What follows belongs to an exercise in optimizing a design on an open flow for small area, a short achievable clock period and few clock cycles; a production flow would make more cautious choices.
No functional check of the RTL was part of any run shown here.
The flow treats the clock pin as an ideal source. Dropping or thinning the clock tree relies on that and would not hold on a real chip.

## flow/design.v (module list and top-level ports; edited modules follow where they fit)
// module csi_fa: 7 lines
// module csi_ha: 7 lines
// module csi_top: 874 lines
module csi_top (
	input  logic        clk,
	input  logic        rst_n,
	input  logic        start,
	output logic [17:0] sram_addr,
	output logic [15:0] sram_wdata,
	output logic        sram_we_n,
	input  logic [15:0] sram_rdata,
	output logic        done
);
  // ...
==> flow/flow/run.sh <==
#!/bin/bash
# Standard ORFS layout with buf_2 port buffers, the clock tree options below with
# its branch-buffer level removed (flow/post_cts.tcl), and timing repair aimed
# at a 4.3 ns path delay. The constraints stay the design's (17 ns clock).
set -euo pipefail
here=$(pwd)
bash standard.sh "BUFFER_PORTS_ARGS=-buffer_cell sky130_fd_sc_hd__buf_2" SETUP_SLACK_MARGIN=12.7 \
  "CTS_ARGS=-sink_clustering_enable -repair_clock_nets -sink_clustering_size 30 -sink_clustering_max_diameter 100 -dont_use_dummy_load -sink_clustering_levels 1" \
  "POST_CTS_TCL=$here/flow/post_cts.tcl" \
  finish > flow.log 2>&1
==> flow/flow/post_cts.tcl <==
# Runs at the end of ORFS's CTS step (POST_CTS_TCL). TritonCTS builds
# clk -> root buffer -> H-tree branch buffers -> sink-cluster buffers -> registers.
# This removes the branch-buffer level and splits the root into $nroot buffers,
# each driven by the clock port and driving the cluster buffers of one sector of
# the die. Every register keeps the same two buffers on its clock path, so the
# tree stays balanced; only the common insertion delay shrinks.
set nroot 4
set block [ord::get_db_block]
set root [$block findInst clkbuf_0_clk]
if { $root == "NULL" } {
  puts "post_cts: no root buffer clkbuf_0_clk, tree left as is"
  return
}
set clk_net [[$root findITerm A] getNet]
set root_net [[$root findITerm X] getNet]

# 1. root drives the cluster buffers directly
foreach it [$root_net getITerms] {
  set inst [$it getInst]
  if { $inst == $root } { continue }
  if { ![string match "clkbuf_1_*" [$inst getName]] } { continue }
  set out_net [[$inst findITerm X] getNet]
  foreach load [$out_net getITerms] {
    if { [$load getInst] == $inst } { continue }
    $load disconnect
    $load connect $root_net
  }
  [$inst findITerm A] disconnect
  [$inst findITerm X] disconnect
  odb::dbInst_destroy $inst
  odb::dbNet_destroy $out_net
}

# 2. split the cluster buffers into sectors around their centroid
set leaves {}
set sx 0
set sy 0
foreach it [$root_net getITerms] {
  set inst [$it getInst]
  if { $inst == $root } { continue }
  set b [$inst getBBox]
  set x [expr { ([$b xMin] + [$b xMax]) / 2.0 }]
  set y [expr { ([$b yMin] + [$b yMax]) / 2.0 }]
  lappend leaves [list $it $x $y]
  set sx [expr { $sx + $x }]
  set sy [expr { $sy + $y }]
}
set n [llength $leaves]
set cx [expr { $sx / $n }]
set cy [expr { $sy / $n }]
set sorted {}
foreach l $leaves {
  lappend sorted [list [expr { atan2([lindex $l 2] - $cy, [lindex $l 1] - $cx) }] {*}$l]
}
set sorted [lsort -real -index 0 $sorted]
set master [[ord::get_db] findMaster sky130_fd_sc_hd__clkbuf_16]
for { set g 1 } { $g < $nroot } { incr g } {
  set lo [expr { $g * $n / $nroot }]
  set hi [expr { ($g + 1) * $n / $nroot }]
  set grp [lrange $sorted $lo [expr { $hi - 1 }]]
  set gx 0
  set gy 0
  foreach l $grp {
    set gx [expr { $gx + [lindex $l 2] }]
    set gy [expr { $gy + [lindex $l 3] }]
  }
  set gx [expr { int($gx / [llength $grp]) }]
  set gy [expr { int($gy / [llength $grp]) }]
  set buf [odb::dbInst_create $block $master "clkbuf_0_${g}_clk"]
  set net [odb::dbNet_create $block "clknet_0_${g}_clk"]
  $net setSigType CLOCK
  $buf setLocation $gx $gy
  $buf setPlacementStatus PLACED
  [$buf findITerm A] connect $clk_net
  [$buf findITerm X] connect $net
  foreach l $grp {
    set it [lindex $l 1]
    $it disconnect
    $it connect $net
  }
}
# group 0 stays on the original root
detailed_placement
check_placement -verbose
estimate_parasitics -placement
puts "post_cts: $nroot root buffers for $n cluster buffers"
report_clock_skew
==> flow/standard.sh <==
#!/bin/bash
# synth_recipe.tcl (not shown) runs the flow's synth.tcl, then flattens the netlist and writes it again
# the make line also repeats each setting of config.mk as NAME=value (left out here)
make -C /OpenROAD-flow-scripts/flow DESIGN_CONFIG=/design/flow/config.mk WORK_HOME=/design/flow/orfs CLKGATE_MAP_FILE= SYNTH_SCRIPT=/design/flow/synth_recipe.tcl "${@:-finish}"
==> flow/config.mk <==
export PLATFORM = sky130hd
export DESIGN_NAME = csi_top
export DESIGN_NICKNAME = csi_top
export VERILOG_FILES = /design/flow/design.v
export SDC_FILE = /design/flow/constraint.sdc
export NUM_CORES = 4
export LEC_CHECK = 0
export CAP_MARGIN = 20
export CORE_MARGIN = 2
export CORE_UTILIZATION = 65
export CTS_CLUSTER_DIAMETER = 100
export CTS_CLUSTER_SIZE = 30
export PLACE_DENSITY = 0.75
export SLEW_MARGIN = 20
export SYNTH_HIERARCHICAL = 1
export SYNTH_MINIMUM_KEEP_SIZE = 0
==> flow/constraint.sdc <==
create_clock -name core_clock -period 17.0 [get_ports {clk}]
set_input_delay 3.4000 -clock core_clock [delete_from_list [all_inputs] [get_ports {clk}]]
set_output_delay 3.4000 -clock core_clock [all_outputs]
set_load 0.01 [all_outputs]
==> run_results.csv, run 1 <==
group,metric,value,unit
run_status,status,"timing/DRC/antenna clean",
timing,finalCriticalPeriod,4287,ps
setup_path,r2r-end,"xcur[4]",
floorplanning,coreArea,29640,um^2
timing,setup_viol,0,
setup_path,worst_ep_arrival_time,4480,ps
synthesis,synth_seq_cells,314,
route,drc,0,
route,drt-total-wl,42.00,mm
floorplanning,chipHeight,177.5,um
floorplanning,die_w,177.5,um
placed_design,gp_congestion,0.9205,
floorplanning,rows,63,
final_layout,seq_share,36.14,%
setup_path,crit_path_frequent_cell,"fa_1",
route,ant_nets,0,
setup_path,rr_startpoint,"ia[7]",
final_layout,design_area,20830,um^2
route,met3_length,2.292,mm
synthesis,synth_fp_nets,1993,
synthesis,synth-simple-area-share,7.287,%
synthesis,yosys.cell_types.count,73,
placed_design,dp_hpwl,32.31,mm
timing,finalHoldViolCount,0,
timing,fmax,233.3,MHz
synthesis,synth_top_family_by_area,"adder cells",
setup_path,path_cells,"inv_2 -> fa_1 -> fa_1 -> fa_1 -> fa_1 -> ha_4 -> a2111oi_4 -> o21ai_1 -> o211a_4 -> a311oi_4 -> xnor2_2 -> mux2_2",
route,post_drt_wl_per_cell,20.94,um
==> inputs of run 2 (changes only) <==
--- a/flow/design.v
+++ b/flow/design.v
@@ -28,17 +28,17 @@
 localparam logic [17:0] V_BASE   = 18'd57600;
 localparam logic [17:0] RGB_BASE = 18'd146944;
 localparam logic [15:0] C_END    = 16'd38405;
 logic        run;
 logic        we;        
 logic [4:0]  ph;        
 logic [15:0] c;         
 logic [7:0]  col;       
-logic [16:0] wc;        
+logic [17:0] wc;        
 wire [15:0] c_inc;
 assign c_inc[0] = ~c[0];
 wire c_inc_s1, c_inc_c1;
 csi_ha u_c_inc_1 (.a(c[1]), .b(c[0]), .s(c_inc_s1), .co(c_inc_c1));
 assign c_inc[1] = c_inc_s1;
 wire c_inc_s2, c_inc_c2;
 csi_ha u_c_inc_2 (.a(c[2]), .b(c_inc_c1), .s(c_inc_s2), .co(c_inc_c2));
 assign c_inc[2] = c_inc_s2;
@@ -76,17 +76,17 @@
 csi_ha u_c_inc_13 (.a(c[13]), .b(c_inc_c12), .s(c_inc_s13), .co(c_inc_c13));
 assign c_inc[13] = c_inc_s13;
 wire c_inc_s14, c_inc_c14;
 csi_ha u_c_inc_14 (.a(c[14]), .b(c_inc_c13), .s(c_inc_s14), .co(c_inc_c14));
 assign c_inc[14] = c_inc_s14;
 wire c_inc_s15, c_inc_c15;
 csi_ha u_c_inc_15 (.a(c[15]), .b(c_inc_c14), .s(c_inc_s15), .co(c_inc_c15));
 assign c_inc[15] = c_inc_s15;
-wire [16:0] wc_inc;
+wire [17:0] wc_inc;
 assign wc_inc[0] = ~wc[0];
 wire wc_inc_s1, wc_inc_c1;
 csi_ha u_wc_inc_1 (.a(wc[1]), .b(wc[0]), .s(wc_inc_s1), .co(wc_inc_c1));
 assign wc_inc[1] = wc_inc_s1;
 wire wc_inc_s2, wc_inc_c2;
 csi_ha u_wc_inc_2 (.a(wc[2]), .b(wc_inc_c1), .s(wc_inc_s2), .co(wc_inc_c2));
 assign wc_inc[2] = wc_inc_s2;
 wire wc_inc_s3, wc_inc_c3;
@@ -126,16 +126,19 @@
 csi_ha u_wc_inc_14 (.a(wc[14]), .b(wc_inc_c13), .s(wc_inc_s14), .co(wc_inc_c14));
 assign wc_inc[14] = wc_inc_s14;
 wire wc_inc_s15, wc_inc_c15;
 csi_ha u_wc_inc_15 (.a(wc[15]), .b(wc_inc_c14), .s(wc_inc_s15), .co(wc_inc_c15));
 assign wc_inc[15] = wc_inc_s15;
 wire wc_inc_s16, wc_inc_c16;
 csi_ha u_wc_inc_16 (.a(wc[16]), .b(wc_inc_c15), .s(wc_inc_s16), .co(wc_inc_c16));
 assign wc_inc[16] = wc_inc_s16;
+wire wc_inc_s17, wc_inc_c17;
+csi_ha u_wc_inc_17 (.a(wc[17]), .b(wc_inc_c16), .s(wc_inc_s17), .co(wc_inc_c17));
+assign wc_inc[17] = wc_inc_s17;
 wire [7:0] col_inc;
 assign col_inc[0] = ~col[0];
 wire col_inc_s1, col_inc_c1;
 csi_ha u_col_inc_1 (.a(col[1]), .b(col[0]), .s(col_inc_s1), .co(col_inc_c1));
 assign col_inc[1] = col_inc_s1;
 wire col_inc_s2, col_inc_c2;
 csi_ha u_col_inc_2 (.a(col[2]), .b(col_inc_c1), .s(col_inc_s2), .co(col_inc_c2));
 assign col_inc[2] = col_inc_s2;
@@ -150,66 +153,28 @@
 assign col_inc[5] = col_inc_s5;
 wire col_inc_s6, col_inc_c6;
 csi_ha u_col_inc_6 (.a(col[6]), .b(col_inc_c5), .s(col_inc_s6), .co(col_inc_c6));
 assign col_inc[6] = col_inc_s6;
 wire col_inc_s7, col_inc_c7;
 csi_ha u_col_inc_7 (.a(col[7]), .b(col_inc_c6), .s(col_inc_s7), .co(col_inc_c7));
 assign col_inc[7] = col_inc_s7;
 wire wact = (|c[15:3]) | (c[2] & (c[1] | c[0]));    
-logic [7:0]  q0, q1;      
+logic [7:0]  ul, vh, vl;
 logic [7:0]  L [0:10];
-wire [7:0] ins  = (ph[0] & ~c[0]) ? sram_rdata[15:8] : q0;
+wire [7:0] ins  = ph[0] ? (c[0] ? ul : sram_rdata[15:8]) : (c[0] ? vh : vl);
 logic      head, t157, t158, t159;    
 wire       hmod = (ph[0] & head) | (ph[4] & t159);    
-logic tn2, tn3;
-wire [7:0] tp1 = ({8{~t159}} & L[4]) | ({8{t159}} & L[6]);
-wire [7:0] tp2 = ({8{tn2}} & L[2]) | ({8{t158}} & L[4]) | ({8{t159}} & L[6]);
-wire [7:0] tp3 = ({8{tn3}} & L[0]) | ({8{t157}} & L[2]) | ({8{t158}} & L[4]) | ({8{t159}} & L[6]);
+wire [7:0] tp1 = t159 ? L[6] : L[4];
+wire [7:0] tp2 = t159 ? L[6] : (t158 ? L[4] : L[2]);
+wire [7:0] tp3 = t159 ? L[6] : (t158 ? L[4] : (t157 ? L[2] : L[0]));
 logic [8:0] ia, ib, ic;
 wire [7:0] tm1 = L[8];
 wire [7:0] tm2 = L[10];
 wire [7:0] tp0 = L[6];
-wire [8:0] sa;
-wire sa_s0, sa_c0;
-assign sa_s0 = ~(tp0[0] ^ tp1[0]);
-assign sa_c0 = tp0[0] | tp1[0];
-wire sa_s1, sa_c1;
-csi_fa u_sa_1 (.a(tp0[1]), .b(tp1[1]), .c(sa_c0), .s(sa_s1), .co(sa_c1));
-wire sa_s2, sa_c2;
-csi_fa u_sa_2 (.a(tp0[2]), .b(tp1[2]), .c(sa_c1), .s(sa_s2), .co(sa_c2));
-wire sa_s3, sa_c3;
-csi_fa u_sa_3 (.a(tp0[3]), .b(tp1[3]), .c(sa_c2), .s(sa_s3), .co(sa_c3));
-wire sa_s4, sa_c4;
-csi_fa u_sa_4 (.a(tp0[4]), .b(tp1[4]), .c(sa_c3), .s(sa_s4), .co(sa_c4));
-wire sa_s5, sa_c5;
-csi_fa u_sa_5 (.a(tp0[5]), .b(tp1[5]), .c(sa_c4), .s(sa_s5), .co(sa_c5));
-wire sa_s6, sa_c6;
-csi_fa u_sa_6 (.a(tp0[6]), .b(tp1[6]), .c(sa_c5), .s(sa_s6), .co(sa_c6));
-wire sa_s7, sa_c7;
-csi_fa u_sa_7 (.a(tp0[7]), .b(tp1[7]), .c(sa_c6), .s(sa_s7), .co(sa_c7));
-assign sa = {sa_c7, sa_s7, sa_s6, sa_s5, sa_s4, sa_s3, sa_s2, sa_s1, sa_s0};
-wire [8:0] sb;
-wire sb_s0, sb_c0;
-csi_ha u_sb_0 (.a(tm1[0]), .b(tp2[0]), .s(sb_s0), .co(sb_c0));
-wire sb_s1, sb_c1;
-csi_fa u_sb_1 (.a(tm1[1]), .b(tp2[1]), .c(sb_c0), .s(sb_s1), .co(sb_c1));
-wire sb_s2, sb_c2;
-csi_fa u_sb_2 (.a(tm1[2]), .b(tp2[2]), .c(sb_c1), .s(sb_s2), .co(sb_c2));
-wire sb_s3, sb_c3;
-csi_fa u_sb_3 (.a(tm1[3]), .b(tp2[3]), .c(sb_c2), .s(sb_s3), .co(sb_c3));
-wire sb_s4, sb_c4;
-csi_fa u_sb_4 (.a(tm1[4]), .b(tp2[4]), .c(sb_c3), .s(sb_s4), .co(sb_c4));
-wire sb_s5, sb_c5;
-csi_fa u_sb_5 (.a(tm1[5]), .b(tp2[5]), .c(sb_c4), .s(sb_s5), .co(sb_c5));
-wire sb_s6, sb_c6;
-csi_fa u_sb_6 (.a(tm1[6]), .b(tp2[6]), .c(sb_c5), .s(sb_s6), .co(sb_c6));
-wire sb_s7, sb_c7;
-csi_fa u_sb_7 (.a(tm1[7]), .b(tp2[7]), .c(sb_c6), .s(sb_s7), .co(sb_c7));
-assign sb = {sb_c7, sb_s7, sb_s6, sb_s5, sb_s4, sb_s3, sb_s2, sb_s1, sb_s0};
 wire  [16:0] it_s, it_c;
 wire it_n1 = ~(ia[0] ^ ~ia[5]);
 wire it_n2 = ia[0] | ~ia[5];
 wire it_n3, it_n4;
 csi_fa u_it_n3 (.a(ia[1]), .b(~ia[6]), .c(~ib[0]), .s(it_n3), .co(it_n4));
 wire it_n5, it_n6;
 csi_ha u_it_n5 (.a(ib[3]), .b(ib[4]), .s(it_n5), .co(it_n6));
 wire it_n7, it_n8;
@@ -790,100 +755,98 @@
 endfunction
 wire [10:0] rb_h = rb_hs + rb_hc + {10'd0, rb_cy};
 wire [10:0] g_h  = g_hs + g_hc + {10'd0, g_cy};
 wire [7:0]  rb   = clip(rb_h);
 wire [7:0]  gg   = clip(g_h);
 logic [7:0] bbuf;
 always_ff @(posedge clk or negedge rst_n) begin
 	if (!rst_n) begin
-		run  <= 1'b0;
-		done <= 1'b0;
+		run       <= 1'b0;
+		done      <= 1'b0;
 		we   <= 1'b0;
 	end else begin
 		we   <= run & wact & (ph[1] | ph[3] | ph[4]);
 		if (!run) begin
 			if (start) begin
 				run  <= 1'b1;
 				done <= 1'b0;
 			end
 		end else if (ph[0] && c == C_END) begin
 			run  <= 1'b0;
 			done <= 1'b1;
 		end
 	end
 end
 always_ff @(posedge clk) begin
 	if (!run) begin
-		ph   <= 5'b00001;
-		c    <= 16'd0;
+		ph  <= 5'b00001;
+		c   <= 16'd0;
 		col  <= 8'd155;
 		head <= 1'b0;
 		t157 <= 1'b0;
 		t158 <= 1'b0;
 		t159 <= 1'b0;
-		tn2  <= 1'b1;
-		tn3  <= 1'b1;
-		wc   <= RGB_BASE[16:0];
+		wc  <= RGB_BASE;
 	end else begin
 		ph <= {ph[3:0], ph[4]};
 		if (ph[4]) begin
 			c    <= c_inc;
 			col  <= t159 ? 8'd0 : col_inc;
 			head <= t159;
 			t157 <= (col == 8'd156);
 			t158 <= t157;
 			t159 <= t158;
-			tn2  <= ~(t157 | t158) | t159;
-			tn3  <= ~((col == 8'd156) | t157 | t158) | t159;
 		end
 		if (wact & (ph[1] | ph[3] | ph[4]))
 			wc <= wc_inc;
 	end
 end
 assign sram_we_n = ~we;
 always_ff @(posedge clk) begin
 	if (ph[0])
 		sram_addr <= {2'b00, c - 16'd4};
 	else if (ph[2])
 		sram_addr <= (c[0] ? U_BASE : V_BASE) + {3'b000, c[15:1]};
 	else
-		sram_addr <= {1'b1, wc};
+		sram_addr <= wc;
 	sram_wdata[15:8] <= ph[1] ? rb : (ph[3] ? bbuf : gg);
 	sram_wdata[7:0]  <= ph[1] ? gg : rb;
-	bbuf <= rb;    
+	if (ph[2])
+		bbuf <= rb;
 end
 always_ff @(posedge clk) begin
 	if (ph[3]) begin
 		ycur <= sram_rdata[15:8];
 		ylo  <= sram_rdata[7:0];
 	end else if (ph[1]) begin
 		ycur <= ylo;
 	end
-	if ((ph[0] & c[0]) | ph[4])
-		q0 <= ph[0] ? sram_rdata[15:8] : q1;
-	if (ph[0])
-		q1 <= sram_rdata[7:0];
+	if (ph[0] & c[0])
+		{vh, vl} <= sram_rdata;
+	if (ph[0] & ~c[0])
+		ul <= sram_rdata[7:0];
 	if (run & (ph[0] | ph[4])) begin
 		L[0] <= ins;
 		for (int i = 1; i <= 10; i++)
 			L[i] <= L[i-1];
 		if (hmod) begin
 			L[8]  <= L[5];
 			L[10] <= L[5];
 		end
 	end
 end
 always_ff @(posedge clk) begin
 	xcur <= (ph[4] | ph[0]) ? ex(L[5]) : ires;
 	selb <= ph[0] | ph[2];
 	gnu  <= ~(ph[4] ? ex(L[4]) : ires);
-	gnv  <= ~(ph[4] ? ex(L[5]) : xcur);    
-	ia <= sa;    
-	ib <= sb;
+	if (ph[4] | ph[1])
+		gnv <= ~(ph[4] ? ex(L[5]) : ires);
+	ia <= {1'b0, tp0} + {1'b0, tp1} + 9'd1;    
+	ib <= {1'b0, tm1} + {1'b0, tp2};
 	ic <= {1'b0, tm2} + {1'b0, tp3};
 	rb_hs <= rbt_s[26:16];
 	rb_hc <= rbt_c[26:16];
 	rb_cy <= rb_lo[16];
 	g_hs  <= gt_s[26:16];
 	g_hc  <= gt_c[26:16];
 	g_cy  <= g_lo[16];
 end
==> flow/flow/run.sh (replaced) <==
#!/bin/bash
# Standard ORFS layout with buf_2 port buffers and timing repair aimed at a
# 4.3 ns path delay (the constraints stay the design's: 17 ns clock).
set -euo pipefail
bash standard.sh "BUFFER_PORTS_ARGS=-buffer_cell sky130_fd_sc_hd__buf_2" SETUP_SLACK_MARGIN=12.7 finish > flow.log 2>&1
removed: flow/flow/post_cts.tcl
==> run 2 against run 1 <==
  * Still clean
  * Flip-flop and latch count is 7 higher
  * Critical path depth is 2 higher
  * Cell count is 1.0% higher
  * Die area is 0.95% higher
  * Largest cell class unchanged
  * Core utilization is 1.2 points higher
  * Synthesized cell count is 0.19% lower
  * Wire length hardly changed
  * Critical endpoint is now gnv[7]
  * Sequential share of layout area is 1.0 points higher
  * Clock skew is 11 ps lower
  * First-iteration DRC count is 5.1% lower
==> run_results.csv, run 2 <==
group,metric,value,unit
run_status,status,"timing/DRC/antenna clean",
synthesis,synth_seq_cells,321,
setup_path,critPathKind,"reg -> reg",
grt,top_usage_layer,"met2",
final_layout,layout.cells.non_filler,2026,
clock_network,cts.sinks,321,
floorplanning,rows,63,
setup_path,reg2reg_depth,14,
timing,rsz0062_at_grt,"true",
synthesis,synth_edf_count,145,
grt,gr-total-overflow,0,
grt,grt_util_met2,44.86,%
timing,max_slew_margin,32.09,%
floorplanning,chipHeight,178.3,um
final_layout,fin_nets,2053,
grt,grt_max_degree,83,
synthesis,synth.area.top_cells,"fa_1 (23%), edfxtp_1 (22%), dfxtp_1 (18%)",
route,route.vias.total,11960,
hold_path,hold_class,"reg -> reg",
floorplanning,die_area,31790,um^2
floorplanning,ios,55,
synthesis,syn_area_per_cell,12.59,um^2
setup_path,worst_ep_arrival_time,4830,ps
route,drc,0,
timing,finalCriticalPeriod,4560,ps
route,ant_nets,0,
placed_design,placed_cells,1983,
final_layout,diodes,0,
clock_network,cts_buffer_depth,3,
grt,grtUsageMet1,41.05,%
synthesis,synthCells,1568,
synthesis,yosys.cell_types.count,66,
final_layout,largest_reg_flops,88,
setup_path,path_cells,"inv_2 -> fa_1 -> fa_1 -> fa_1 -> fa_1 -> ha_4 -> and3_4 -> a221o_1 -> o2111a_2 -> o2111ai_4 -> nand3b_1 -> a21oi_2 -> xor2_1 -> mux2_2",
synthesis,synth_most_common_cell,"fa_1",
timing,finalHoldViolCount,0,
synthesis,ys_seq_area_share,39.97,%
route,post_drt_wl_per_cell,20.75,um
synthesis,async_flop_share,0.9346,%
final_layout,largest-register,"L",
clock_network,clockRootBuffer,"clkbuf_16",
placed_design,gp_congestion,0.9022,
floorplanning,coreArea,29800,um^2
setup_path,crit_path_end_kind,"flop",
final_layout,area_growth,7.920,%
final_layout,largestRegisters,"L (88), sram_addr (18), wc (18)",
clock_network,clkTransAtPathRegs,120,ps
route,drt_iter0_drc,916,
grt,grt_pass1_wl,68.74,mm
synthesis,yosys_warnings,8,
timing,clock-skew-final,30.79,ps
synthesis,synth_area,19750,um^2
synthesis,yosys.area.top_type,"fa_1",
flow_run,maxCapViolCount,0,
route,vias_per_cell,5.901,
final_layout,layout_common_cells,"fa_1 (230), ha_1 (174), dfxtp_1 (157)",
synthesis,synth_commonest_cells,"fa_1 (230), ha_1 (176), dfxtp_1 (173), edfxtp_1 (145), inv_1 (123)",
route,first_pass_iters,5,
setup_path,start_kind,"flop",
clock_network,cts-hold-fix-buffers,0,
synthesis,synth_fp_nets,1993,
timing,tightest_slew,1017,ps
placed_design,dp_hpwl,32.57,mm
floorplanning,die_w,178.3,um
final_layout,drive_above_1_share,11.55,%
grt,first_global_vias,12760,
route,drt-total-wl,42.05,mm
final_layout,final_common_cell,"fa_1",
timing,tns,0,ps
grt,track_usage,28.26,%
timing,slew_violations,0,
hold_path,hold_depth,0,
clock_network,cts.htree.levels,1,
placed_design,io_buffers,54,
setup_path,critPathMaxFanout,3,
final_layout,fillers,2110,
clock_network,cts_tree,"yes",
setup_path,crit_path_frequent_cell,"fa_1",
grt,antenna_found_initial,0,
timing,setup_viol,0,
floorplanning,initial_utilization,66.28,%
grt,grt_util_met3,6.032,%
clock_network,clk_latency,520,ps
synthesis,synth_top_area_share,23.32,%
synthesis,ys.flop_type,"dfxtp_1",
setup_path,required,17270,ps
timing,finalCritPeriodShare,26.82,%
setup_path,critical_path.slowest_cell,"fa_1",
clock_network,cts_buffers,15,
timing,fmax,219.3,MHz
setup_path,critPathMaxStageDelay,540,ps
-- run 2: logic make-up after synthesis --
kind of cell	synth area share, %
AO/OA/AOI/OAI	7.622
buffers and inverters	3.219
AND/OR/NAND/NOR	7.039
multiplexers	5.335
XOR/XNOR	2.351
adder cells (fa/ha/maj)	34.47
flip-flops	39.97
-- run 2: path summary, 6_finish.rpt --
path,start,endpoint,slack [ps]
max in group asynchronous,rst_n,we,14210
max reg2reg,ib[1],gnv[7],12440
max,ib[1],gnv[7],12440
min in group asynchronous,rst_n,run,2680
min,L[3][6],L[4][6],420
min reg2reg,L[3][6],L[4][6],420
-- run 2: what timing repair did --
| item | in CTS | in global routing |
|---|---|---|
| setup buffers | 10 | 7 |
| hold endpoints to repair | 0 | 0 |
| pin swaps | 10 | 7 |
| gates resized for setup | 18 | 31 |
| endpoints found under the setup margin | 52 | 61 |
| gates cloned | 0 | 0 |
-- run 2: stage by stage --
| stage | instance area (um^2) | hold slack, ps | utilization, % | setup WS [ps] |
|---|---|---|---|---|
| after global placement | 20470 | 400.8 | 68.69 | 12430 |
| final | 21310 | 420.6 | 71.53 | 12440 |
| after detailed placement | 20470 | 404.5 | 68.69 | 12370 |
| after floorplan | 19770 | 400.3 | - | 12640 |
| after global routing | 21310 | 438.8 | 71.53 | 12290 |
| after CTS | 21080 | 426.4 | 70.76 | 12400 |
-- run 2: area by class of cell --
type                            count  area [um^2]  share of cell area [%]
Multi-Input combinational cell   1080        11370                   53.36
Sequential cell                   321         7920                   37.16
Timing Repair Buffer               85        590.6                   2.771
Tap cell                          390        488.0                   2.290
Inverter                          125        471.7                   2.213
Clock buffer                       21        397.9                   1.867
Clock inverter                      4        71.32                  0.3346
-- run 2: routing by layer --
| metal | share of wire (%) | vias to the layer above | wire (um) |
|---|---|---|---|
| met2 | 46 | 347 | 19280 |
| met5 | 0 | - | 0 |
| li1 | - | 5506 | - |
| met3 | 7.1 | 44 | 2974 |
| met4 | 1.7 | 0 | 730 |
| met1 | 45 | 6058 | 19060 |
-- run 2: critical path, delay by kind of cell, from the launching register on --
family	cells	cell delay, ps
and+or+nand+nor	2	320
adders and majority gates	5	2180
buffers and inverters	1	40
AOI/OAI and AO/OA	4	1010
muxes	1	280
xor gates and xnor gates	1	110
DFF	1	380
-- run 2: Yosys stat by module (local to each module, per instance) --
| module | area, um^2 | cells | times used |
|---|---|---|---|
| csi_top | 14480 | 1280 | 1 |
| csi_fa | 20.02 | 1 | 222 |
| csi_ha | 12.51 | 1 | 66 |

==> separate check: timing with driven ports <==
In the flow no input, the clock included, has a driving cell. The finished layouts below were timed again as built, in two steps.
Step 1, drivers: a clkbuf_16 drives clk and a buf_2 each remaining input, both assumed.
Step 2 adds t to the input delays and takes it off the output delays; t is the mean of the earliest and latest rising clock arrival at the registers after step 1. Input paths then give back, and output paths get back, about the clock's delay inside the block.
Slacks: ideal / step 1 / step 2; pairs: ideal / step 1.
| run | t, ns | slack for setup (ns) | latest minus earliest clock arrival (ns) |
|---|---|---|---|
| run 1 | 0.402 | 12.713 / 12.633 / 12.713 | 0.043 / 0.043 |
| run 2 | 0.557 | 12.440 / 12.440 / 12.440 | 0.032 / 0.032 |
After both steps every run listed still meets setup and hold.
